This is an optimization exercise on Yosys and OpenROAD, whose aim is small area and a short achievable clock period, not a production implementation.
In this exercise RTL edits were held to simulation tests only and were not proved equivalent to the original.
Power figures rest on the tool's default switching activity, not on a simulated workload.

// SCDDataPath
module SCDDataPath(ALUout, instr, reset, clk);
output [31:0] ALUout;
input clk, reset;
input [31:0] instr;
wire RegDst, ALUSrc, MemtoReg, RegWrite, MemRead, MemWrite, Branch, ALUOp0, ALUOp1;
wire o0, o1, o2;
wire [31:0] ReadData1, ReadData2, BOperand, AluRes, WriteData, ReadMemData, signextended, k;
wire [63:0] H2;
wire [4:0] WriteReg;
wire ALUSrcCtl;
ANDarray control_unit(RegDst, ALUSrcCtl, MemtoReg, RegWrite, MemRead, MemWrite, Branch, ALUOp0, ALUOp1, instr[31:26]);
alusrc_dec alusrc_fast(ALUSrc, instr[31:26]);
alu_control alu_con(o0, o1, o2, instr[5:0], ALUOp1, ALUOp0);
sign_extender sign_extend(signextended, instr[15:0]);
alu_early early(k, signextended, ALUSrc, o2);
assign WriteReg = RegDst ? instr[15:11] : instr[20:16];
RegFile32 register_file(clk, reset, instr[25:21], instr[20:16], WriteData, WriteReg, RegWrite,
                        ReadData1, H2);
genvar j;
generate
for (j = 0; j < 32; j = j + 1) begin : bt
  wire rb;
  g_nand2 rd2(ReadData2[j], H2[2*j], H2[2*j+1]);
  g_a21oi rbm(rb, H2[2*j], H2[2*j+1], ALUSrc);
  g_xor2 bx(BOperand[j], rb, k[j]);
end
endgenerate
bit32_2to1mux wd(WriteData, MemtoReg, AluRes, ReadMemData);
ALU alu_instance(ReadData1, BOperand, o2, {o1, o0}, AluRes, ALUout);
wire [4:0] MemAddr;
addr_add aadd(MemAddr, ReadData1[4:0], instr[4:0]);
data_memory data_mem(clk, MemAddr, ReadData2, MemWrite, ReadMemData);
endmodule
Settings: LEC_CHECK=0, CAP_MARGIN=20, CORE_MARGIN=2, CORE_UTILIZATION=40, CTS_BUF_LIST=sky130_fd_sc_hd__clkbuf_8 sky130_fd_sc_hd__clkbuf_16, CTS_CLUSTER_DIAMETER=80, CTS_CLUSTER_SIZE=20, SETUP_SLACK_MARGIN=3, SLEW_MARGIN=20, SYNTH_HIERARCHICAL=1; clock period 10.5 ns.
run.sh (not shown) runs the stock make flow with config.mk's settings and CLKGATE_MAP_FILE= SYNTH_SCRIPT=/design/flow/synth_recipe.tcl, a recipe that flattens the netlist after the stock synthesis.
The first run produced a clean layout.
Rerun with:
- CORE_UTILIZATION: 40 -> 50
Outcome:
- count of clock-buffer cells in the layout increases by 6
- synthesized area stays the same
- routed wire length decreases by a few percent
- non-clock buffer count decreases by 53
- cell count decreases by a few percent
- utilization increases by 11 points
- register-to-register slack degrades by 0.13 ns
- power increases slightly

* * *

== garnet ==
SCDDataPath again, from the RTL that the note above started with.
## SCDDataPath
module SCDDataPath(ALUout, instr, reset, clk);
output [31:0] ALUout;
input clk, reset;
input [31:0] instr;
wire RegDst, ALUSrc, MemtoReg, RegWrite, MemRead, MemWrite, Branch, ALUOp0, ALUOp1;
wire o0, o1, o2;
wire [31:0] ReadData1, ReadData2, BOperand, AluRes, WriteData, ReadMemData, signextended, k;
wire [63:0] H2;
wire [4:0] WriteReg;
wire ALUSrcCtl;
ANDarray control_unit(RegDst, ALUSrcCtl, MemtoReg, RegWrite, MemRead, MemWrite, Branch, ALUOp0, ALUOp1, instr[31:26]);
alusrc_dec alusrc_fast(ALUSrc, instr[31:26]);
alu_control alu_con(o0, o1, o2, instr[5:0], ALUOp1, ALUOp0);
sign_extender sign_extend(signextended, instr[15:0]);
alu_early early(k, signextended, ALUSrc, o2);
assign WriteReg = RegDst ? instr[15:11] : instr[20:16];
RegFile32 register_file(clk, reset, instr[25:21], instr[20:16], WriteData, WriteReg, RegWrite,
                        ReadData1, H2);
genvar j;
generate
for (j = 0; j < 32; j = j + 1) begin : bt
  wire rb;
  g_nand2 rd2(ReadData2[j], H2[2*j], H2[2*j+1]);
  g_a21oi rbm(rb, H2[2*j], H2[2*j+1], ALUSrc);
  ...
clock: 10.5 ns
lec_check: 0
cap_margin: 20
core_margin: 2
core_utilization: 50
cts_buf_list: sky130_fd_sc_hd__clkbuf_8 sky130_fd_sc_hd__clkbuf_16
cts_cluster_diameter: 80
cts_cluster_size: 20
gpl_routability_driven: 0
setup_slack_margin: 3
slew_margin: 20
synth_hierarchical: 1
Per the final summary, garnet finished and its layout is clean on timing, DRC and antenna.
Edits applied to the flow inputs when going from garnet to cedar:
Settings: changing CORE_UTILIZATION from 50 to 55; removing GPL_ROUTABILITY_DRIVEN (formerly 0).
cedar did not stop at any stage, and its layout met the timing, DRC and antenna checks. The final reports for cedar and garnet show routed wire length lower in the former. In cedar, the overall routing resource usage came out 3.0 points above the value in garnet. Delta(static leakage, cedar - garnet) < 0. Compared to garnet, cedar has number of levels in the clock H-tree 1 lower. Between cedar and garnet, it is cedar whose total die area is lower, by about 9%. Taking garnet as the reference point, the final worst-path setup slack of cedar falls by 0.20 ns.

-- static timing again, ports no longer ideal --
Ports are ideal in the flow. The routed layouts listed here were re-timed in OpenROAD. Step 1 sets driving cells, clkbuf_16 on the clock port and buf_2 on the other inputs (assumed; they add their load-dependent delay and slew). Step 2 moves the port delays by t, midway between the first and last clock arrival at a register: inputs arrive t later, outputs are due t later. That takes back most of the time a late clock gives input paths. a / b / c = ideal ports / drivers / drivers and shift; a / b = the first two.
run | t, ns | setup slack, ns | latest minus earliest clock arrival (ns) | worst data-port slew with drivers (ns)
the first run of note 1 | 0.877 | 2.639 / 2.534 / 2.189 | 0.053 / 0.054 | 0.19
the second run of note 1 | 0.895 | 2.723 / 2.629 / 2.260 | 0.053 / 0.053 | 0.13
garnet | 0.903 | 2.676 / 2.627 / 2.075 | 0.037 / 0.037 | 0.12
cedar | 0.866 | 2.480 / 2.431 / 2.151 | 0.062 / 0.062 | 0.07
After both steps every run listed still meets setup and hold. The setup slack of garnet, which loses most, moves by -0.049 ns with the drivers and by -0.601 ns with both steps.
